From an optimization exercise on the open Yosys and OpenROAD flow, aimed at small area and a short achievable clock period; shortcuts taken in it are not production practice.
Function not checked in this run: the RTL went through the layout flow alone.

## design/flow/design.v

```verilog
module CORDICROT (
    input  [31:0] xy_i,    
    input         d_i,     
    input         s_i,     
    input  [1:0]  q_i,     
    output [15:0] cos_o,
    output [15:0] sin_o
);
    wire signed [15:0] x = xy_i[31:16];
    wire signed [15:0] y = xy_i[15:0];
    wire signed [2:0] sx = {x[15], x[15:14]};
    wire signed [2:0] sy = {y[15], y[15:14]};
    wire signed [2:0] esx = d_i ? -sx : sx;
    wire signed [2:0] esy = d_i ? -sy : sy;
    function lt(input [15:0] v, input signed [2:0] k);
        reg z, m1, p1, m2;
        begin
            z  = (v == 16'd0);  m1 = (v == 16'hFFFF);
            p1 = (v == 16'd1);  m2 = (v == 16'hFFFE);
            case (k)
                -3'sd2: lt = v[15] & ~m1 & ~m2;
                -3'sd1: lt = v[15] & ~m1;
                3'sd0:  lt = v[15];
                3'sd1:  lt = v[15] | z;
                default: lt = v[15] | z | p1;
            endcase
        end
    endfunction
    wire yn14 = lt(y, -esx);
    wire xn14 = lt(x, esy);
    wire signed [2:0] ey14 = d_i ? -{2'b0, yn14} : {2'b0, yn14};
    wire signed [2:0] ex14 = d_i ? -{2'b0, xn14} : {2'b0, xn14};
    wire yn15 = lt(y, -esx + ex14);
    wire xn15 = lt(x, esy - ey14);
    wire signed [2:0] ey15 = d_i ? -{2'b0, yn15} : {2'b0, yn15};
    wire signed [2:0] ex15 = d_i ? -{2'b0, xn15} : {2'b0, xn15};
    wire signed [3:0] cx = -esy + ey14 + ey15;
    wire signed [3:0] cy = esx - ex14 - ex15;
    wire [15:0] bc = s_i ? y : x;
    wire [15:0] bs = s_i ? x : y;
    wire signed [3:0] kc = s_i ? cy : cx;
    wire signed [3:0] ks = s_i ? cx : cy;
    wire signed [3:0] kcn = q_i[0] ? 4'sd1 - kc : kc;
    wire signed [3:0] ksn = q_i[1] ? 4'sd1 - ks : ks;
    assign cos_o = (bc ^ {16{q_i[0]}}) + {{12{kcn[3]}}, kcn};
    assign sin_o = (bs ^ {16{q_i[1]}}) + {{12{ksn[3]}}, ksn};
endmodule
module CORDICNCO (clk_i, rst_i, val_i, phase_inc_i, cos_o, sin_o, val_o);
    input clk_i; input rst_i; input val_i; input [15:0] phase_inc_i;
    output reg [15:0] cos_o; output reg [15:0] sin_o; output val_o;
    function [31:0] lut(input [6:0] i);
        case (i)
            7'd1: lut = {16'd10229, 16'd30715};
            7'd2: lut = {16'd2594, 16'd32269};
            7'd3: lut = {16'd17474, 16'd27253};
            7'd5: lut = {16'd13972, 16'd29204};
            7'd6: lut = {16'd6590, 16'd31696};
            7'd7: lut = {16'd20732, 16'd24867};
            7'd9: lut = {16'd12125, 16'd30017};
            7'd10: lut = {16'd4603, 16'd32045};
            7'd11: lut = {16'd19141, 16'd26111};
            7'd12: lut = {16'd607, 16'd32367};
            7'd13: lut = {16'd15768, 16'd28277};
            7'd14: lut = {16'd8557, 16'd31222};
            7'd15: lut = {16'd22244, 16'd23525};
            7'd17: lut = {16'd11183, 16'd30383};
            7'd18: lut = {16'd3599, 16'd32173};
            7'd19: lut = {16'd18317, 16'd26695};
            7'd21: lut = {16'd14876, 16'd28754};
            7'd22: lut = {16'd7577, 16'd31476};
            7'd23: lut = {16'd21497, 16'd24208};
            7'd25: lut = {16'd13056, 16'd29624};
            7'd26: lut = {16'd5601, 16'd31887};
            7'd27: lut = {16'd19946, 16'd25501};
            7'd28: lut = {16'd1617, 16'd32333};
            7'd29: lut = {16'd16642, 16'd27771};
            7'd30: lut = {16'd9527, 16'd30942};
            7'd31: lut = {16'd22966, 16'd22820};
            7'd33: lut = {16'd10707, 16'd30553};
            7'd34: lut = {16'd3097, 16'd32225};
            7'd35: lut = {16'd17897, 16'd26979};
            7'd37: lut = {16'd14425, 16'd28983};
            7'd38: lut = {16'd7084, 16'd31590};
            7'd39: lut = {16'd21117, 16'd24540};
            7'd41: lut = {16'd12592, 16'd29825};
            7'd42: lut = {16'd5102, 16'd31971};
            7'd43: lut = {16'd19546, 16'd25810};
            7'd44: lut = {16'd1111, 16'd32355};
            7'd45: lut = {16'd16207, 16'd28028};
            7'd46: lut = {16'd9043, 16'd31086};
            7'd47: lut = {16'd22607, 16'd23176};
            7'd49: lut = {16'd11656, 16'd30204};
            7'd50: lut = {16'd4101, 16'd32113};
            7'd51: lut = {16'd18731, 16'd26407};
            7'd52: lut = {16'd101, 16'd32375};
            7'd53: lut = {16'd15323, 16'd28520};
            7'd54: lut = {16'd8067, 16'd31353};
            7'd55: lut = {16'd21873, 16'd23869};
            7'd57: lut = {16'd13517, 16'd29418};
            7'd58: lut = {16'd6097, 16'd31797};
            7'd59: lut = {16'd20341, 16'd25186};
            7'd60: lut = {16'd2121, 16'd32305};
            7'd61: lut = {16'd17073, 16'd27509};
            7'd62: lut = {16'd10007, 16'd30790};
            7'd65: lut = {16'd10467, 16'd30635};
            7'd66: lut = {16'd2846, 16'd32249};
            7'd67: lut = {16'd17686, 16'd27117};
            7'd69: lut = {16'd14198, 16'd29094};
            7'd70: lut = {16'd6836, 16'd31644};
            7'd71: lut = {16'd20924, 16'd24705};
            7'd73: lut = {16'd12359, 16'd29923};
            7'd74: lut = {16'd4853, 16'd32009};
            7'd75: lut = {16'd19343, 16'd25961};
            7'd76: lut = {16'd859, 16'd32363};
            7'd77: lut = {16'd15988, 16'd28153};
            7'd78: lut = {16'd8799, 16'd31156};
            7'd79: lut = {16'd22426, 16'd23351};
            7'd81: lut = {16'd11419, 16'd30295};
            7'd82: lut = {16'd3849, 16'd32145};
            7'd83: lut = {16'd18525, 16'd26553};
            7'd85: lut = {16'd15100, 16'd28638};
            7'd86: lut = {16'd7821, 16'd31416};
            7'd87: lut = {16'd21685, 16'd24040};
            7'd89: lut = {16'd13286, 16'd29522};
            7'd90: lut = {16'd5849, 16'd31843};
            7'd91: lut = {16'd20144, 16'd25345};
            7'd92: lut = {16'd1869, 16'd32321};
            7'd93: lut = {16'd16858, 16'd27641};
            7'd94: lut = {16'd9767, 16'd30868};
            7'd97: lut = {16'd10945, 16'd30469};
            7'd98: lut = {16'd3347, 16'd32201};
            7'd99: lut = {16'd18107, 16'd26839};
            7'd101: lut = {16'd14649, 16'd28871};
            7'd102: lut = {16'd7330, 16'd31534};
            7'd103: lut = {16'd21307, 16'd24376};
            7'd105: lut = {16'd12824, 16'd29727};
            7'd106: lut = {16'd5350, 16'd31931};
            7'd107: lut = {16'd19746, 16'd25658};
            7'd108: lut = {16'd1363, 16'd32347};
            7'd109: lut = {16'd16425, 16'd27902};
            7'd110: lut = {16'd9285, 16'd31016};
            7'd111: lut = {16'd22787, 16'd23000};
            7'd113: lut = {16'd11890, 16'd30114};
            7'd114: lut = {16'd4351, 16'd32081};
            7'd115: lut = {16'd18935, 16'd26261};
            7'd116: lut = {16'd353, 16'd32375};
            7'd117: lut = {16'd15545, 16'd28400};
            7'd118: lut = {16'd8311, 16'd31291};
            7'd119: lut = {16'd22057, 16'd23699};
            7'd121: lut = {16'd13745, 16'd29312};
            7'd122: lut = {16'd6345, 16'd31749};
            7'd123: lut = {16'd20537, 16'd25028};
            7'd124: lut = {16'd2373, 16'd32289};
            7'd125: lut = {16'd17287, 16'd27375};
            7'd126: lut = {16'd10247, 16'd30712};
            default: lut = 32'bx;
        endcase
    endfunction
    function [31:0] rot9(input [31:0] xy, input d);
        reg signed [15:0] x, y, xs, ys; begin x = xy[31:16]; y = xy[15:0]; xs = x >>> 9; ys = y >>> 9;
        rot9 = {x + (ys ^ {16{~d}}) + {15'd0, ~d}, y + (xs ^ {16{d}}) + {15'd0, d}}; end
    endfunction
    function [31:0] rot10(input [31:0] xy, input d);
        reg signed [15:0] x, y, xs, ys; begin x = xy[31:16]; y = xy[15:0]; xs = x >>> 10; ys = y >>> 10;
        rot10 = {x + (ys ^ {16{~d}}) + {15'd0, ~d}, y + (xs ^ {16{d}}) + {15'd0, d}}; end
    endfunction
    function [31:0] rot11(input [31:0] xy, input d);
        reg signed [15:0] x, y, xs, ys; begin x = xy[31:16]; y = xy[15:0]; xs = x >>> 11; ys = y >>> 11;
        rot11 = {x + (ys ^ {16{~d}}) + {15'd0, ~d}, y + (xs ^ {16{d}}) + {15'd0, d}}; end
    endfunction
    function [31:0] rot12(input [31:0] xy, input d);
        reg signed [15:0] x, y, xs, ys; begin x = xy[31:16]; y = xy[15:0]; xs = x >>> 12; ys = y >>> 12;
        rot12 = {x + (ys ^ {16{~d}}) + {15'd0, ~d}, y + (xs ^ {16{d}}) + {15'd0, d}}; end
    endfunction
    function [31:0] rot13(input [31:0] xy, input d);
        reg signed [15:0] x, y, xs, ys; begin x = xy[31:16]; y = xy[15:0]; xs = x >>> 13; ys = y >>> 13;
        rot13 = {x + (ys ^ {16{~d}}) + {15'd0, ~d}, y + (xs ^ {16{d}}) + {15'd0, d}}; end
    endfunction
    reg [15:0] nb_c1;
    always @(posedge clk_i or posedge rst_i)
        if (rst_i) nb_c1 <= 16'd0; else if (val_i) nb_c1 <= nb_c1 - phase_inc_i;
    reg [10:0] val_sr;
    always @(posedge clk_i or posedge rst_i)
        if (rst_i) val_sr <= 11'd0; else val_sr <= {val_sr[9:0], val_i};
    assign val_o = val_sr[10];
    wire [14:0] r0_c1 = {1'b0, {14{~nb_c1[14]}} ^ ~nb_c1[13:0]} - (15'd8189 + {14'd0, ~nb_c1[14]});
    wire [1:0] q_c1 = {~nb_c1[15] & (|nb_c1[14:0]), nb_c1[15] ^ nb_c1[14]};
    wire [13:0] r1_c1 = r0_c1[14] ? r0_c1[13:0] + 14'd4834 : r0_c1[13:0] - 14'd4834;
    wire [12:0] r2_c2 = r1_c2[13] ? r1_c2[12:0] + 13'd2554 : r1_c2[12:0] - 13'd2554;
    wire [11:0] r3_c2 = r2_c2[12] ? r2_c2[11:0] + 12'd1296 : r2_c2[11:0] - 12'd1296;
    wire [10:0] r4_c2 = r3_c2[11] ? r3_c2[10:0] + 11'd650 : r3_c2[10:0] - 11'd650;
    wire [9:0] r5_c3 = r4_c3[10] ? r4_c3[9:0] + 10'd325 : r4_c3[9:0] - 10'd325;
    wire [8:0] r6_c3 = r5_c3[9] ? r5_c3[8:0] + 9'd162 : r5_c3[8:0] - 9'd162;
    wire [7:0] r7_c3 = r6_c3[8] ? r6_c3[7:0] + 8'd81 : r6_c3[7:0] - 8'd81;
    wire [6:0] r8_c4 = r7_c4[7] ? r7_c4[6:0] + 7'd40 : r7_c4[6:0] - 7'd40;
    wire [5:0] r9_c4 = r8_c4[6] ? r8_c4[5:0] + 6'd20 : r8_c4[5:0] - 6'd20;
    wire [4:0] r10_c4 = r9_c4[5] ? r9_c4[4:0] + 5'd10 : r9_c4[4:0] - 5'd10;
    wire [3:0] r11_c5 = r10_c5[4] ? r10_c5[3:0] + 4'd5 : r10_c5[3:0] - 4'd5;
    wire [3:0] r12_c5 = r11_c5[3] ? r11_c5[3:0] + 4'd2 : r11_c5[3:0] - 4'd2;
    wire [2:0] r13_c5 = r12_c5[3] ? r12_c5[2:0] + 3'd1 : r12_c5[2:0] - 3'd1;
    wire [0:0] d0_c1 = r0_c1[14];
    wire [0:0] dp1_c1 = r1_c1[13] ^ d0_c1;
    wire [0:0] dp2_c2 = r2_c2[12] ^ d0_c2;
    wire [0:0] dp3_c2 = r3_c2[11] ^ d0_c2;
    wire [0:0] dp4_c2 = r4_c2[10] ^ d0_c2;
    wire [0:0] dp5_c3 = r5_c3[9] ^ d0_c3;
    wire [0:0] dp6_c3 = r6_c3[8] ^ d0_c3;
    wire [0:0] dp7_c3 = r7_c3[7] ^ d0_c3;
    wire [0:0] dp8_c4 = r8_c4[6] ^ d0_c4;
    wire [0:0] dp9_c4 = r9_c4[5] ^ d0_c4;
    wire [0:0] dp10_c4 = r10_c4[4] ^ d0_c4;
    wire [0:0] dp11_c5 = r11_c5[3] ^ d0_c5;
    wire [0:0] dp12_c5 = r12_c5[3] ^ d0_c5;
    wire [0:0] dp13_c5 = r13_c5[2] ^ d0_c5;
    wire [6:0] lidx_c4 = {dp7_c4, dp6_c4, dp5_c4, dp4_c4, dp3_c4, dp2_c4, dp1_c4};
    wire [31:0] xy8_c4 = lut(lidx_c4);
    wire [31:0] xy9_c5 = rot9(xy8_c5, dp8_c5);
    wire [31:0] xy10_c6 = rot10(xy9_c6, dp9_c6);
    wire [31:0] xy11_c7 = rot11(xy10_c7, dp10_c7);
    wire [31:0] xy12_c8 = rot12(xy11_c8, dp11_c8);
    wire [31:0] xy13_c9 = rot13(xy12_c9, dp12_c9);
    reg  [1:0] q_c2;
    always @(posedge clk_i) q_c2 <= q_c1;
    reg  [1:0] q_c3;
    always @(posedge clk_i) q_c3 <= q_c2;
    reg  [1:0] q_c4;
    always @(posedge clk_i) q_c4 <= q_c3;
    reg  [1:0] q_c5;
    always @(posedge clk_i) q_c5 <= q_c4;
    reg  [1:0] q_c6;
    always @(posedge clk_i) q_c6 <= q_c5;
    reg  [1:0] q_c7;
    always @(posedge clk_i) q_c7 <= q_c6;
    reg  [1:0] q_c8;
    always @(posedge clk_i) q_c8 <= q_c7;
    reg  [1:0] q_c9;
    always @(posedge clk_i) q_c9 <= q_c8;
    reg  [1:0] q_c10;
    always @(posedge clk_i) q_c10 <= q_c9;
    reg  [13:0] r1_c2;
    always @(posedge clk_i) r1_c2 <= r1_c1;
    reg  [10:0] r4_c3;
    always @(posedge clk_i) r4_c3 <= r4_c2;
    reg  [7:0] r7_c4;
    always @(posedge clk_i) r7_c4 <= r7_c3;
    reg  [4:0] r10_c5;
    always @(posedge clk_i) r10_c5 <= r10_c4;
    reg  [0:0] d0_c2;
    always @(posedge clk_i) d0_c2 <= d0_c1;
    reg  [0:0] d0_c3;
    always @(posedge clk_i) d0_c3 <= d0_c2;
    reg  [0:0] d0_c4;
    always @(posedge clk_i) d0_c4 <= d0_c3;
    reg  [0:0] d0_c5;
    always @(posedge clk_i) d0_c5 <= d0_c4;
    reg  [0:0] d0_c6;
    always @(posedge clk_i) d0_c6 <= d0_c5;
    reg  [0:0] d0_c7;
    always @(posedge clk_i) d0_c7 <= d0_c6;
    reg  [0:0] d0_c8;
    always @(posedge clk_i) d0_c8 <= d0_c7;
    reg  [0:0] d0_c9;
    always @(posedge clk_i) d0_c9 <= d0_c8;
    reg  [0:0] d0_c10;
    always @(posedge clk_i) d0_c10 <= d0_c9;
    reg  [0:0] dp1_c2;
    always @(posedge clk_i) dp1_c2 <= dp1_c1;
    reg  [0:0] dp1_c3;
    always @(posedge clk_i) dp1_c3 <= dp1_c2;
    reg  [0:0] dp1_c4;
    always @(posedge clk_i) dp1_c4 <= dp1_c3;
    reg  [0:0] dp2_c3;
    always @(posedge clk_i) dp2_c3 <= dp2_c2;
    reg  [0:0] dp2_c4;
    always @(posedge clk_i) dp2_c4 <= dp2_c3;
    reg  [0:0] dp3_c3;
    always @(posedge clk_i) dp3_c3 <= dp3_c2;
    reg  [0:0] dp3_c4;
    always @(posedge clk_i) dp3_c4 <= dp3_c3;
    reg  [0:0] dp4_c3;
    always @(posedge clk_i) dp4_c3 <= dp4_c2;
    reg  [0:0] dp4_c4;
    always @(posedge clk_i) dp4_c4 <= dp4_c3;
    reg  [0:0] dp5_c4;
    always @(posedge clk_i) dp5_c4 <= dp5_c3;
    reg  [0:0] dp6_c4;
    always @(posedge clk_i) dp6_c4 <= dp6_c3;
    reg  [0:0] dp7_c4;
    always @(posedge clk_i) dp7_c4 <= dp7_c3;
    reg  [0:0] dp8_c5;
    always @(posedge clk_i) dp8_c5 <= dp8_c4;
    reg  [0:0] dp9_c5;
    always @(posedge clk_i) dp9_c5 <= dp9_c4;
    reg  [0:0] dp9_c6;
    always @(posedge clk_i) dp9_c6 <= dp9_c5;
    reg  [0:0] dp10_c5;
    always @(posedge clk_i) dp10_c5 <= dp10_c4;
    reg  [0:0] dp10_c6;
    always @(posedge clk_i) dp10_c6 <= dp10_c5;
    reg  [0:0] dp10_c7;
    always @(posedge clk_i) dp10_c7 <= dp10_c6;
    reg  [0:0] dp11_c6;
    always @(posedge clk_i) dp11_c6 <= dp11_c5;
    reg  [0:0] dp11_c7;
    always @(posedge clk_i) dp11_c7 <= dp11_c6;
    reg  [0:0] dp11_c8;
    always @(posedge clk_i) dp11_c8 <= dp11_c7;
    reg  [0:0] dp12_c6;
    always @(posedge clk_i) dp12_c6 <= dp12_c5;
    reg  [0:0] dp12_c7;
    always @(posedge clk_i) dp12_c7 <= dp12_c6;
    reg  [0:0] dp12_c8;
    always @(posedge clk_i) dp12_c8 <= dp12_c7;
    reg  [0:0] dp12_c9;
    always @(posedge clk_i) dp12_c9 <= dp12_c8;
    reg  [0:0] dp13_c6;
    always @(posedge clk_i) dp13_c6 <= dp13_c5;
    reg  [0:0] dp13_c7;
    always @(posedge clk_i) dp13_c7 <= dp13_c6;
    reg  [0:0] dp13_c8;
    always @(posedge clk_i) dp13_c8 <= dp13_c7;
    reg  [0:0] dp13_c9;
    always @(posedge clk_i) dp13_c9 <= dp13_c8;
    reg  [0:0] dp13_c10;
    always @(posedge clk_i) dp13_c10 <= dp13_c9;
    reg  [31:0] xy8_c5;
    always @(posedge clk_i) xy8_c5 <= xy8_c4;
    reg  [31:0] xy9_c6;
    always @(posedge clk_i) xy9_c6 <= xy9_c5;
    reg  [31:0] xy10_c7;
    always @(posedge clk_i) xy10_c7 <= xy10_c6;
    reg  [31:0] xy11_c8;
    always @(posedge clk_i) xy11_c8 <= xy11_c7;
    reg  [31:0] xy12_c9;
    always @(posedge clk_i) xy12_c9 <= xy12_c8;
    reg  [31:0] xy13_c10;
    always @(posedge clk_i) xy13_c10 <= xy13_c9;
    wire [15:0] cos_w, sin_w;
    CORDICROT tail (.xy_i(xy13_c10), .d_i(dp13_c10), .s_i(d0_c10), .q_i(q_c10), .cos_o(cos_w), .sin_o(sin_w));
    always @(posedge clk_i) begin cos_o <= cos_w; sin_o <= sin_w; end
endmodule
```

## design/flow/run.sh

```bash
#!/bin/bash
# synth_recipe.tcl (not shown) runs the flow's synth.tcl, then flattens the netlist and writes it again
# the make line also repeats each setting of config.mk as NAME=value (left out here)
make -C /OpenROAD-flow-scripts/flow DESIGN_CONFIG=/design/flow/config.mk WORK_HOME=/design/flow/orfs CLKGATE_MAP_FILE= SYNTH_SCRIPT=/design/flow/synth_recipe.tcl finish
```

## design/flow/config.mk

```make
export PLATFORM = sky130hd
export DESIGN_NAME = CORDICNCO
export DESIGN_NICKNAME = CORDICNCO
export VERILOG_FILES = /design/flow/design.v
export SDC_FILE = /design/flow/constraint.sdc
export NUM_CORES = 4
export LEC_CHECK = 0
export CAP_MARGIN = 20
export CORE_MARGIN = 2
export CORE_UTILIZATION = 40
export SLEW_MARGIN = 20
```

## design/flow/constraint.sdc

```tcl
create_clock -name core_clock -period 4.0 [get_ports {clk_i}]
set_input_delay 0.8000 -clock core_clock [delete_from_list [all_inputs] [get_ports {clk_i}]]
set_output_delay 0.8000 -clock core_clock [all_outputs]
set_load 0.01 [all_outputs]
```

==> summary.txt <==
[final cells by class]
| class | count | area (µm²) | share of cell area (%) |
|---|---|---|---|
| clock inverter | 20 | 198 | 0.596 |
| inverter | 228 | 895 | 2.70 |
| timing repair buffer | 583 | 4740 | 14.3 |
| sequential | 343 | 7030 | 21.2 |
| multi-input combinational | 2206 | 18100 | 54.5 |
| tap | 837 | 1050 | 3.16 |
| clock buffer | 57 | 1180 | 3.55 |
[synth_stat cells (all sizes together) (6+ instances only)]
master | count | area, µm²
o211ai | 16 | 120
a21oi | 288 | 1440
dfxtp | 316 | 6330
dfrtp | 27 | 676
or2 | 6 | 37.5
nor2b | 30 | 188
a31o | 9 | 78.8
inv | 227 | 852
a211oi | 29 | 223
clkbuf | 80 | 300
o311ai | 9 | 78.8
o31ai | 17 | 133
buf | 30 | 145
nor3 | 36 | 180
nor2 | 176 | 663
mux2 | 12 | 139
o21bai | 98 | 736
a211o | 11 | 96.3
a2111oi | 8 | 76.3
fa | 30 | 601
nand2b | 52 | 325
a21boi | 28 | 210
nand2 | 182 | 683
nor4 | 18 | 113
and2 | 12 | 75.1
a221oi | 7 | 67.6
mux2i | 47 | 487
and3 | 15 | 93.8
nand3 | 51 | 255
o21ai | 123 | 616
a31oi | 24 | 180
o21a | 17 | 128
a311oi | 15 | 131
ha | 293 | 3670
nand4 | 12 | 75.1
xor2 | 115 | 1010
o22ai | 15 | 93.8
a21o | 67 | 503
o2111ai | 10 | 87.6
xnor2 | 251 | 2200
or3 | 8 | 50.1
[registers in the layout, summed over array words and instances, names as in the netlist, 5 cells and up]
name / flops
cos_o: 16
nb_c1: 16
r10_c5: 5
r1_c2: 14
r4_c3: 11
r7_c4: 8
sin_o: 16
val_sr: 11
xy10_c7: 32
xy11_c8: 32
xy12_c9: 32
xy13_c10: 32
xy8_c5: 29
xy9_c6: 32
[timing repair]
action	in CTS	in global routing
pin swaps	112	86
setup buffers	89	35
endpoints found under the setup margin	60	75
cloned	1	0
gates resized for setup	153	115
[per-layer routing]
layer  vias to the layer above  GRT usage [%]  routed length, µm  share of wire [%]
met5                         -              0                  0                  0
met4                         0           12.0               3960                5.1
met3                       214           3.29               3860                5.0
met2                       664           44.8              39500                 51
met1                     10700           26.8              30400                 39
li1                      11200              -                  -                  -
[worst max path at each step]
stage	startpoint	end	slack, ns	cells after the start
3_3_place_gp	xy13_c10[15]$_DFF_P_	cos_o[15]$_DFF_P_	-4.20	41
5_1_grt	xy13_c10[15]$_DFF_P_	cos_o[15]$_DFF_P_	-4.35	41
6_report	xy13_c10[15]$_DFF_P_	cos_o[15]$_DFF_P_	-4.06	41
4_1_cts	xy13_c10[15]$_DFF_P_	cos_o[15]$_DFF_P_	-4.11	40
3_5_place_dp	xy13_c10[31]$_DFF_P_	cos_o[15]$_DFF_P_	-4.41	40
2_1_floorplan	xy13_c10[15]$_DFF_P_	cos_o[15]$_DFF_P_	-4.25	43
[through the flow]
step | TNS [ns] | hold WS, ns
after floorplan | -107.35 | 0.310
after global placement | -117.27 | 0.310
after detailed placement | -122.75 | 0.312
after CTS | -109.08 | 0.310
after global routing | -122.22 | 0.327
final | -106.12 | 0.308
[worst max-delay path, delay by kind of cell (launching register included)]
family,cells,cell delay [ns]
adder cells (fa/ha/maj),6,1.53
flip-flops,1,0.38
buffers and inverters,4,0.28
AND/OR/NAND/NOR,6,1.15
XOR/XNOR,4,0.64
multiplexers,2,0.48
AO/OA/AOI/OAI,19,3.50
[logic make-up after synthesis]
group	Yosys count	synth area share, %
and+or+nand+nor	616	11.6
muxes	63	2.88
buffers and inverters	338	5.23
DFF	343	28.1
adders and majority gates	323	17.1
AOI/OAI and AO/OA	835	21.9
xor gates and xnor gates	369	13.2
==> results.toml <==
[route]
drt-initial-drc-count = 1408
vias = 22800
vias_per_cell = 5.33
final_antenna_net_count = 0
drt_wl_total_mm = 77.8
drc = 0
wire_per_inst_um = 18.2
drt_pass1_iterations = 6

[hold_path]
holdPathStages = 0
hold_start = "q_c5[1]$_DFF_P_"
hold_path_end = "q_c6[1]$_DFF_P_"
min_path_type = "flip-flop to flip-flop"

[placed_design]
dp_hpwl_mm = 59.3
gp_congestion = 0.994
placedCellCount = 4109
dp_slack_ns = -4.41
placed_cell_area_um2 = 29900
io_buffers = 51

[logic_synthesis]
syn_area_um2 = 24900
ys.flop_type = "dfxtp_1"
synth_edf_count = 0
async_reset_ff_share_pct = 7.87
yosys_warnings = 2
synthCells = 2887
synth_seq_area_share_pct = 28.1
synth_nets = 3229
ys_ff_latch = 343
yosysUniqueCellTypes = 95
avgSynthCellArea_um2 = 8.62

[global_route]
grt_usage_pct = 24.1
grt_pass1_vias = 23500
gr-total-overflow = 0
grt_pass1_wl_mm = 123
grt_max_degree = 99
antenna_found_initial = 0

[setup_path]
required_ns = 4.48
cpPeakStageDelay_ns = 0.38
cp.arrival_ns = 8.53
worst_setup_path_start_kind = "flip-flop"
r2r_slack_ns = -4.06
crit_fanout = 7
rr_startpoint = "xy13_c10[15]$_DFF_P_"
reg2reg_depth = 41
crit_slowest_cell = "dfxtp_4"
r2r-end = "cos_o[15]$_DFF_P_"
crit_type = "flip-flop to flip-flop"
cp_common_cell = "ha_4"
endpoint_kind = "flip-flop"

[outcome]
violations = "negative setup slack"
status = "complete, but fails checks"

[floorplan]
core_um2 = 61600
rows = 91
fp.dieArea_um2 = 64200
die_h_um = 253
initial_core_util_pct = 40.4
dieWidth_um = 253
boundaryPins = 52

[cells_and_area]
fillerInstances = 5490
n_antenna_cell = 0
synthToLayoutAreaGrowth_pct = 33.3
design_area_um2 = 33200
drive_gt1_share_pct = 25.6
postLayoutCoreUtil_pct = 53.9
nNetsFinal = 3746
layout_common_cells = "485 x buf_4, 302 x dfxtp_1, 260 x ha_1"
finalNonFillerCells = 4274
layout_commonest_cell = "buf_4"

[clock_network]
cts_inserted_buffers = 42
cts_buffer_depth = 3
clk_latency_ns = 0.59
cts_tree = "built"
cts_root_buf = "clkbuf_16"
ctsHoldBuffers = 0
cts.sinks = 343
htreeDepth = 2
clkSlewWorstSetupHoldPaths_ns = 0.07

[sta]
slew_headroom_pct = 37.9
setup_violations = 57
min_period_ns = 8.06
timing.final.crit_share_pct = 201
finalHoldViolations = 0
fin_ws_ns = -4.06
tightestPinTransition_ns = 0.931
fin_skew_ns = 0.0264
max_freq_mhz = 124
finalMaxSlewViolations = 0
rsz0062_at_grt = "yes"

[job]
maxCapViolCount = 0

==> separate check: timing with driven ports <==
The flow's constraints put no driver on any port. The routed layout listed below was extracted and timed again, unchanged, in two steps.
Step 1 sets driving cells, clkbuf_16 on the clock port and buf_2 on the other inputs (assumed; they add their load-dependent delay and slew).
Step 2 moves the port delays by t, midway between the first and last clock arrival at a register: inputs arrive t later, outputs are due t later. That takes back most of the time a late clock gives input paths.
Slacks: ideal / step 1 / step 2; pairs: ideal / step 1.
t (ns): 0.644
setup slack, ns: -4.058 / -4.058 / -4.058
hold WS [ns]: 0.308 / 0.308 / 0.308
worst register clock-pin slew, ns: 0.07 / 0.07
cell pins on the clock port's net: 1
For this run, drivers alone change the setup slack by 0.000 ns; drivers and shift together by 0.000 ns.
